Source: an optimization exercise on an open RTL-to-GDS flow (aim: small area, a short achievable clock period and few clock cycles). Production flows keep margins and buffers that such runs may drop. In this exercise RTL edits were held to simulation tests only and were not proved equivalent to the original.

==> flow/design.v, too long to show whole: its modules and the start of the top module <==
// module alu: 63 lines
// module be: 35 lines
// module bridge: 22 lines
// module cmp: 13 lines
// module cp0: 71 lines
// module ctrl: 199 lines
// module D: 122 lines
// module E: 115 lines
// module F: 65 lines
// module M: 83 lines
// module W: 41 lines
// module datapath: 169 lines
// module exception: 42 lines
// module expD: 13 lines
// module expE: 20 lines
// module expF: 9 lines
// module expM: 19 lines
// module ext: 22 lines
// module grf: 27 lines
// module hazard: 124 lines
// module loadExt: 30 lines
// module mf: 16 lines
// module mudi: 124 lines
// module MUX_RF_A3: 21 lines
// module MUX_ALU_A: 8 lines
// module MUX_ALU_B: 8 lines
// module MUX_RF_WD: 22 lines
// module MUX_PC: 25 lines
// module npc: 10 lines
// module pc: 17 lines
// module timer: 63 lines
// module cpu: 59 lines
// module mips: 62 lines
module mips(
    input clk,
    input reset,
    output [31:0] i_addr,
    input [31:0] i_data,
    output [11:0] d_addr,
    output [31:0] d_wdata,
    output [3:0] d_be,
    output d_we,
    input [31:0] d_rdata
    );
  // ...
==> flow/run.sh <==
#!/bin/bash
# synth_recipe.tcl (not shown) runs the flow's synth.tcl, then flattens the netlist and writes it again
# the make line also repeats each setting of config.mk as NAME=value (left out here)
make -C /OpenROAD-flow-scripts/flow DESIGN_CONFIG=/design/flow/config.mk WORK_HOME=/design/flow/orfs CLKGATE_MAP_FILE= SYNTH_SCRIPT=/design/flow/synth_recipe.tcl finish
==> flow/config.mk <==
export PLATFORM = sky130hd
export DESIGN_NAME = mips
export DESIGN_NICKNAME = mips
export VERILOG_FILES = /design/flow/design.v
export SDC_FILE = /design/flow/constraint.sdc
export NUM_CORES = 4
export LEC_CHECK = 0
export CAP_MARGIN = 20
export CORE_MARGIN = 2
export CORE_UTILIZATION = 35
export PLACE_DENSITY = 0.6
export SLEW_MARGIN = 20
==> flow/constraint.sdc <==
create_clock -name core_clock -period 18.0 [get_ports {clk}]
set_input_delay 3.6000 -clock core_clock [delete_from_list [all_inputs] [get_ports {clk}]]
set_output_delay 3.6000 -clock core_clock [all_outputs]
set_load 0.01 [all_outputs]
==> results.txt, run 1 <==
status=complete, no violations; drt total wl=between 800,000 and 900,000 µm; multi-input logic area=107,700 µm²; Min-Delay Endpoint=timer2.preset[4]; Worst Setup EP=CPU.pipeline_dp.e.MuDi.hi_temp[29]; die area=between 400,000 and 500,000 µm²; Worst Hold Class=register to register; GR Overflow Total=0; GR peak layer=met2; I/O pins=about 150; DR pass1 iterations=7; Largest register FFs=1,024; largest net degree at the start of global routing=around 160; HPWL Detailed=598,300 µm; Post-DRT Antenna Nets=0; DR top layer=met5; final worst path period share=roughly 86%; RePlAce Congestion=between 1 and 1.5; R2R depth=45; data-path buffer share of cell area in the final layout=about 3.3%; share of async-settable or async-resettable flops after synthesis=0%; hold depth=2; Worst Tran Pin Value=between 1 and 1.5 ns; Non-Filler Instances=approximately 25k; Non-Clock Buffer Count=around 740; Stages on worst setup path=45; Synth Area in Adders=roughly 22%; # Taps=approximately 6.4k; multi-input gate count=~13k; Critical Path RT=about 19 ns; Post-Synth XOR/XNOR Area=2.582%; Main synth FF type=edfxtp_1; crit-path max FO=37; DRT iter0 DRCs=23.99k; Clock Sink Count=just under 2k; layout cells sized above 1=between 10% and 20%
Testbench counts, summed over its fixed seeds: cycles 63,897.
==> module mudi, before the edit <==
module mudi(
    input [31:0] A,
    input [31:0] B,
    input [2:0] MuDiOp,
	 input start,
    input We,
    input [31:0] Din,
	 input Clk,
	 input Reset,
	 output buzy,
    output [31:0] Dout,
	 input exp_in
    );
	reg [31:0] hi_temp, lo_temp, hi, lo;
	reg is_mt_M;
	reg is_mudi_M;
	reg [31:0] dvsr;
	reg neg_q, neg_r, is_div;
	reg [32:0] part_rem;
	integer counter;
	assign buzy = (counter == 0) ? 0 : 1;
	assign Dout = (MuDiOp == 3'b100) ? hi : 
						(MuDiOp == 3'b101) ? lo :
						32'h17230004;
	always @(posedge Clk) begin
		if (Reset) begin
			hi_temp <= 32'b0;
			lo_temp <= 32'b0;
			hi <= 32'b0;
			lo <= 32'b0;
			is_mt_M <= 0;
			is_mudi_M <= 0;
			counter <= 0;
			is_div <= 0;
		end else if (exp_in) begin
			if (is_mt_M) begin
				hi <= hi_temp;
				lo <= lo_temp;
				hi_temp <= 0;
				lo_temp <= 0;
				is_mt_M <= 0;
				is_mudi_M <= 0;
				counter <= 0;
			end else if (is_mudi_M) begin
				hi_temp <= 0;
				lo_temp <= 0;
				is_mt_M <= 0;
				is_mudi_M <= 0;
				counter <= 0;
			end
		end else if (counter == 0 && start) begin
			case (MuDiOp)
				3'b000: begin
					if (B != 32'h0000_0000) begin
						lo_temp <= A[31] ? -A : A;
						hi_temp <= 32'b0;
						dvsr <= B[31] ? -B : B;
						neg_q <= A[31] ^ B[31];
						neg_r <= A[31];
						is_div <= 1;
						counter <= 34;
					end
				end
				3'b001: begin
					if (B != 32'h0000_0000) begin
						lo_temp <= A;
						hi_temp <= 32'b0;
						dvsr <= B;
						neg_q <= 0;
						neg_r <= 0;
						is_div <= 1;
						counter <= 34;
					end
				end
				3'b010: begin
					{hi_temp, lo_temp} <= $signed(A) * $signed(B);
					is_div <= 0;
					counter <= 5;
				end
				3'b011: begin
					{hi_temp, lo_temp} <= $unsigned(A) * $unsigned(B);
					is_div <= 0;
					counter <= 5;
				end
			endcase
		end else if (counter == 0 && ~start && We) begin
			case (MuDiOp)
				3'b110: begin
					hi_temp <= hi;
					lo_temp <= lo;
					hi <= Din;
				end
				3'b111: begin
					hi_temp <= hi;
					lo_temp <= lo;
					lo <= Din;
				end
			endcase
		end else if (counter == 1) begin
			hi <= hi_temp;
			lo <= lo_temp;
			hi_temp <= 0;
			lo_temp <= 0;
			counter <= 0;
		end else if (counter > 1) begin
			if (is_div && counter > 2) begin
				part_rem = {hi_temp, lo_temp[31]};
				if (part_rem >= {1'b0, dvsr}) begin
					hi_temp <= part_rem[31:0] - dvsr;
					lo_temp <= {lo_temp[30:0], 1'b1};
				end else begin
					hi_temp <= part_rem[31:0];
					lo_temp <= {lo_temp[30:0], 1'b0};
				end
			end else if (is_div) begin
				if (neg_q) lo_temp <= -lo_temp;
				if (neg_r) hi_temp <= -hi_temp;
			end
			counter <= counter - 1;
		end
		is_mt_M <= We;
		is_mudi_M <= start;
	end
endmodule
==> run 2, diff against run 1 <==
--- a/flow/design.v
+++ b/flow/design.v
@@ -1354,112 +1354,152 @@
     output [31:0] Dout,
 	 input exp_in
     );
-	reg [31:0] hi_temp, lo_temp, hi, lo;
-	reg is_mt_M;
-	reg is_mudi_M;
-	reg [31:0] dvsr;
-	reg neg_q, neg_r, is_div;
-	reg [32:0] part_rem;
-	integer counter;
-	assign buzy = (counter == 0) ? 0 : 1;
-	assign Dout = (MuDiOp == 3'b100) ? hi : 
-						(MuDiOp == 3'b101) ? lo :
-						32'h17230004;
+	localparam R = 4;
+	localparam NIT = 32 / R;
+	localparam S_IDLE = 3'd0;
+	localparam S_MUL  = 3'd1;
+	localparam S_NORM = 3'd2;
+	localparam S_DIV  = 3'd3;
+	localparam S_FIX  = 3'd4;
+	reg [31:0] hi, lo;
+	reg [2:0] state;
+	reg [32:0] acc;    
+	reg [31:0] ql;     
+	reg [32:0] mc;     
+	reg [4:0] cnt;
+	reg sgn, neg_q, neg_r, undo_hi;
+	reg is_mt_M, is_mudi_M;
+	assign buzy = (state != S_IDLE);
+	assign Dout = MuDiOp[0] ? lo : hi;
+	wire last_mul = (cnt == NIT - 1);
+	wire signed [R:0] digit = {ql[R-1] & sgn & last_mul, ql[R-1:0]};
+	wire signed [R+34:0] prod = $signed(mc) * digit;
+	wire signed [R+34:0] msum = $signed({{(R+2){acc[32]}}, acc}) + prod;
+	wire [32:0] acc_n = msum[R+32:R];
+	wire [31:0] ql_n = {msum[R-1:0], ql[31:R]};
+	function [5:0] clz32;
+		input [31:0] x;
+		integer i;
+		reg found;
+		begin
+			clz32 = 6'd32;
+			found = 1'b0;
+			for (i = 31; i >= 0; i = i - 1)
+				if (!found && x[i]) begin
+					clz32 = 6'd31 - i[5:0];
+					found = 1'b1;
+				end
+		end
+	endfunction
+	wire [5:0] la = clz32(acc[31:0]);
+	wire [5:0] lb = clz32(mc[31:0]);
+	wire [5:0] kdiff = lb - la;
+	wire a_small = (la > lb);
+	wire [32:0] dsub = {1'b0, acc[31:0]} - {1'b0, mc[31:0]};
+	wire dge = ~dsub[32];
 	always @(posedge Clk) begin
 		if (Reset) begin
-			hi_temp <= 32'b0;
-			lo_temp <= 32'b0;
 			hi <= 32'b0;
 			lo <= 32'b0;
-			is_mt_M <= 0;
-			is_mudi_M <= 0;
-			counter <= 0;
-			is_div <= 0;
+			state <= S_IDLE;
+			cnt <= 5'd0;
 		end else if (exp_in) begin
 			if (is_mt_M) begin
-				hi <= hi_temp;
-				lo <= lo_temp;
-				hi_temp <= 0;
-				lo_temp <= 0;
-				is_mt_M <= 0;
-				is_mudi_M <= 0;
-				counter <= 0;
+				if (undo_hi) hi <= acc[31:0];
+				else lo <= acc[31:0];
+				state <= S_IDLE;
 			end else if (is_mudi_M) begin
-				hi_temp <= 0;
-				lo_temp <= 0;
-				is_mt_M <= 0;
-				is_mudi_M <= 0;
-				counter <= 0;
+				state <= S_IDLE;
 			end
-		end else if (counter == 0 && start) begin
-			case (MuDiOp)
-				3'b000: begin
-					if (B != 32'h0000_0000) begin
-						lo_temp <= A[31] ? -A : A;
-						hi_temp <= 32'b0;
-						dvsr <= B[31] ? -B : B;
-						neg_q <= A[31] ^ B[31];
-						neg_r <= A[31];
-						is_div <= 1;
-						counter <= 34;
+		end else begin
+			case (state)
+				S_IDLE: begin
+					if (start) begin
+						case (MuDiOp)
+							3'b000: begin
+								if (B != 32'h0000_0000) begin
+									acc <= {1'b0, A[31] ? -A : A};
+									mc <= {1'b0, B[31] ? -B : B};
+									neg_q <= A[31] ^ B[31];
+									neg_r <= A[31];
+									state <= S_NORM;
+								end
+							end
+							3'b001: begin
+								if (B != 32'h0000_0000) begin
+									acc <= {1'b0, A};
+									mc <= {1'b0, B};
+									neg_q <= 1'b0;
+									neg_r <= 1'b0;
+									state <= S_NORM;
+								end
+							end
+							3'b010: begin
+								acc <= 33'b0;
+								mc <= {A[31], A};
+								ql <= B;
+								sgn <= 1'b1;
+								cnt <= 5'd0;
+								state <= S_MUL;
+							end
+							3'b011: begin
+								acc <= 33'b0;
+								mc <= {1'b0, A};
+								ql <= B;
+								sgn <= 1'b0;
+								cnt <= 5'd0;
+								state <= S_MUL;
+							end
+						endcase
+					end else if (We) begin
+						case (MuDiOp)
+							3'b110: begin
+								acc <= {1'b0, hi};
+								undo_hi <= 1'b1;
+								hi <= Din;
+							end
+							3'b111: begin
+								acc <= {1'b0, lo};
+								undo_hi <= 1'b0;
+								lo <= Din;
+							end
+						endcase
 					end
 				end
-				3'b001: begin
-					if (B != 32'h0000_0000) begin
-						lo_temp <= A;
-						hi_temp <= 32'b0;
-						dvsr <= B;
-						neg_q <= 0;
-						neg_r <= 0;
-						is_div <= 1;
-						counter <= 34;
+				S_MUL: begin
+					acc <= acc_n;
+					ql <= ql_n;
+					cnt <= cnt + 5'd1;
+					if (last_mul) begin
+						hi <= acc_n[31:0];
+						lo <= ql_n;
+						state <= S_IDLE;
 					end
 				end
-				3'b010: begin
-					{hi_temp, lo_temp} <= $signed(A) * $signed(B);
-					is_div <= 0;
-					counter <= 5;
-				end
-				3'b011: begin
-					{hi_temp, lo_temp} <= $unsigned(A) * $unsigned(B);
-					is_div <= 0;
-					counter <= 5;
+				S_NORM: begin
+					ql <= 32'b0;
+					if (a_small) begin
+						state <= S_FIX;
+					end else begin
+						mc <= {1'b0, mc[31:0] << kdiff[4:0]};
+						cnt <= kdiff[4:0];
+						state <= S_DIV;
+					end
 				end
-			endcase
-		end else if (counter == 0 && ~start && We) begin
-			case (MuDiOp)
-				3'b110: begin
-					hi_temp <= hi;
-					lo_temp <= lo;
-					hi <= Din;
-				end
-				3'b111: begin
-					hi_temp <= hi;
-					lo_temp <= lo;
-					lo <= Din;
+				S_DIV: begin
+					if (dge) acc <= dsub;
+					ql <= {ql[30:0], dge};
+					mc <= {1'b0, 1'b0, mc[31:1]};
+					cnt <= cnt - 5'd1;
+					if (cnt == 5'd0) state <= S_FIX;
+				end
+				S_FIX: begin
+					hi <= neg_r ? -acc[31:0] : acc[31:0];
+					lo <= neg_q ? -ql : ql;
+					state <= S_IDLE;
 				end
+				default: state <= S_IDLE;
 			endcase
-		end else if (counter == 1) begin
-			hi <= hi_temp;
-			lo <= lo_temp;
-			hi_temp <= 0;
-			lo_temp <= 0;
-			counter <= 0;
-		end else if (counter > 1) begin
-			if (is_div && counter > 2) begin
-				part_rem = {hi_temp, lo_temp[31]};
-				if (part_rem >= {1'b0, dvsr}) begin
-					hi_temp <= part_rem[31:0] - dvsr;
-					lo_temp <= {lo_temp[30:0], 1'b1};
-				end else begin
-					hi_temp <= part_rem[31:0];
-					lo_temp <= {lo_temp[30:0], 1'b0};
-				end
-			end else if (is_div) begin
-				if (neg_q) lo_temp <= -lo_temp;
-				if (neg_r) hi_temp <= -hi_temp;
-			end
-			counter <= counter - 1;
 		end
 		is_mt_M <= We;
 		is_mudi_M <= start;
==> run 2 against run 1 <==
Still clean on timing, DRC and antenna. Setup slack better by 4.9 ns. Count of clock-buffer cells in the layout increased by 19. Sequential share of layout area rose by 9.0 points. Wire length decreased by 27%. Synthesized area is 25% lower. Clock skew fell by 0.014 ns. Critical endpoint is now CPU.pipeline_dp.e.ExcCodeM[2].
==> results.txt, run 2 <==
post-layout util=between 30 and 40%; setup repair bufs after CTS=0; register area share after synthesis=40.07%; Worst Hold Class=register to register; HPWL Detailed=422,000 µm (-29%); max cap viols=0; Clk Latency, worst-skew pair=0.96 ns; commonest cells in the netlist=nor2_1 (2,260), nand2_1 (1,180), edfxtp_1 (1,126); Worst Tran Pin Value=1.380 ns (+0.09003 ns); Post-route DRC=0; Biggest register=CPU.pipeline_dp.d.GRFD.generalRegister; clk slew on worst S/H paths=0.06 ns; synthesized area=126,400 µm²; number of enable flip-flop cells after synthesis=1,126; I/O pins=147 (unchanged); Slowest-stage cell, CP=nor4_1; vias in the first global route=around 110k; top-count cell post-synth=nor2_1; hold depth=1 (-1); CP most frequent cell=a21oi_1; Setup Skew=around 0.097 ns; Main synth FF type=edfxtp_1; hold buffer count at cts=0; status=complete, no violations; critical path type=register to register; die height=roughly 610 µm; critical path arrival=~11 ns; TritonCTS buffer count=between 200 and 250; CP endpoint kind=register; crit-path max FO=68 (+84%); biggest area consumer among synthesized cells=edfxtp_1; Seq cells post-synth=around 2.0k; CTS HTree Levels=4; RSZ-0062 raised after global routing=false; Placed Area=between 100,000 and 150,000 µm²; Post-DRT Antenna Nets=0 (unchanged); Die W=just over 600 µm; synthesized instance count=13.26k; Final TNS setup=0 ns; Slew HR=under 10%; synth top area cells=edfxtp_1 (27%), dfxtp_1 (13%), mux4_2 (12%); first-pass GRT wire length=825,200 µm; vias per cell=~6.3; core area=~360,000 µm²; die area=366,100 µm² (-25%); final worst path period share=59.37% (-27 points); most common cell after layout, fill and taps aside=nor2_1; R2R depth=39 (-13%); Rows=220; GRT Total Usage=between 30% and 40%; Peak Freq=roughly 0.094 GHz; post-cts gate resize count=0; Initial Utilization=between 30% and 40%; CTS tree=built; Area Growth Syn to Fin=11.74%; Via Count=between 100k and 150k; DR pass1 iterations=11 (+4); Critical Path RT=18.79 ns (about the same); GR Overflow Total=0 (unchanged); number of distinct library cells after synthesis=around 120; Nets=roughly 13k; Worst setup SP type=register; clk buf depth=4; syn avg cell area=~9.5 µm²; CP peak stage delay=approximately 0.77 ns; Largest register FFs=1,024 (unchanged); DRT iter0 DRCs=17.61k (-27%); drt wl/cell=between 30 and 40 µm; largest net degree at the start of global routing=98 (-40%); final setup fails=0; Final Hold Viols=0; Yosys top cell area share=around a quarter; layout cells sized above 1=13.53% (+2.6 points); Final min period=about 11 ns; biggest regs=CPU.pipeline_dp.d.GRFD.generalRegister x1024, CPU.pipeline_dp.e.MuDi.acc x33, CPU.pipeline_dp.e.MuDi.mc x33; initial antenna violation count=62; drt total wl=595,800 µm (-27%); max-slew violation count=0; Clock Sink Count=1,968 (-1.1%); port buffer count=146; most frequent cells in the layout=nor2_1 (2,246), nand2_1 (1,145), edfxtp_1 (1,126); share of async-settable or async-resettable flops after synthesis=0% (unchanged); Root Buffer=clkbuf_16; Synthesis Warnings=~240; RePlAce Congestion=1.059 (-4.4%); final non-filler cell area=141,300 µm²
[run 2: logic make-up (layout without fill, tap and decap cells)]
group,after synthesis,after routing,share of synthesized area (%)
and+or+nand+nor,5025,5025,17.83
AOI/OAI and AO/OA,2929,2929,14.99
DFF,1968,1968,40.07
buffers and inverters,1498,1374,4.577
muxes,1013,1013,14.74
adders and majority gates,417,417,4.958
xor gates and xnor gates,410,410,2.840
other,1,57,0.002966
[run 2: worst max-delay path, delay by kind of cell (launching register included)]
family                     cells  cell delay (ns)
adders and majority gates      2             0.53
buffers and inverters          6             1.95
and+or+nand+nor                5             1.24
AOI/OAI and AO/OA             25             5.85
muxes                          1             0.50
DFF                            1             0.41
[run 2: path summary, 6_finish.rpt]
kind	startpoint	to	slack [ns]
hold reg to reg	CPU.pipeline_dp.d.IRE[15]	CPU.pipeline_dp.e.IRM[15]	0.44
setup / recovery	CPU.pipeline_dp.m.IRW[28]	CPU.pipeline_dp.e.ExcCodeM[2]	7.31
hold / removal	CPU.pipeline_dp.d.IRE[15]	CPU.pipeline_dp.e.IRM[15]	0.44
setup reg to reg	CPU.pipeline_dp.m.IRW[28]	CPU.pipeline_dp.e.ExcCodeM[2]	7.31
[run 2: final cells by class]
cell class	count	area, µm²
inverter	392	1471
multi-input combinational	9826	71080
timing repair buffer	577	4750
clock buffer	300	6168
tap	4773	5972
clock inverter	105	1069
fill	35599	217900
antenna	25	62.56
sequential	1968	50710
[run 2: layer usage]
| layer | wire (µm) | up-vias | GRT usage (%) |
|---|---|---|---|
| li1 | - | 48013 | - |
| met1 | 222800 | 56110 | 40.71 |
| met2 | 253600 | 7535 | 46.59 |
| met3 | 73720 | 1560 | 8.544 |
| met4 | 45310 | 38 | 20.51 |
| met5 | 278 | - | 0 |
[run 2: per-stage QoR]
stage	setup WS, ns	instances	hold WS [ns]
final	7.313	17966	0.4359
after global routing	6.753	17947	0.4543
after CTS	7.675	17940	0.4328
after detailed placement	7.805	17535	0.4367
after global placement	7.730	17534	0.4187
after floorplan	9.318	13292	0.3988
Testbench counts of run 2, summed over its fixed seeds: cycles 58,994.

[separate check: timing with driven ports]
Ports are ideal in the flow. The routed layouts listed here were re-timed in OpenROAD.
Step 1 (the two cells are an assumption about what drives the block):
set clk [get_ports {clk}]
set_driving_cell -lib_cell sky130_fd_sc_hd__clkbuf_16 $clk
set_driving_cell -lib_cell sky130_fd_sc_hd__buf_2 [delete_from_list [all_inputs] $clk]
Step 2, shift: input delay + t, output delay - t, t = (earliest + latest rising clock arrival at the registers) / 2. This alone moves slack from input paths to output paths.
Slacks: no drivers / after step 1 / after step 2; pairs: no drivers / after step 1.
run	t, ns	slack for setup (ns)	hold slack, ns	clock arrival spread, ns	worst register clock-pin slew, ns
run 1	1.014	2.457 / 2.457 / 2.457	0.472 / 0.472 / 0.472	0.114 / 0.114	0.08 / 0.08
run 2	1.007	7.313 / 7.313 / 7.313	0.436 / 0.436 / 0.436	0.097 / 0.096	0.08 / 0.08
After both steps setup and hold are still met in every run listed.
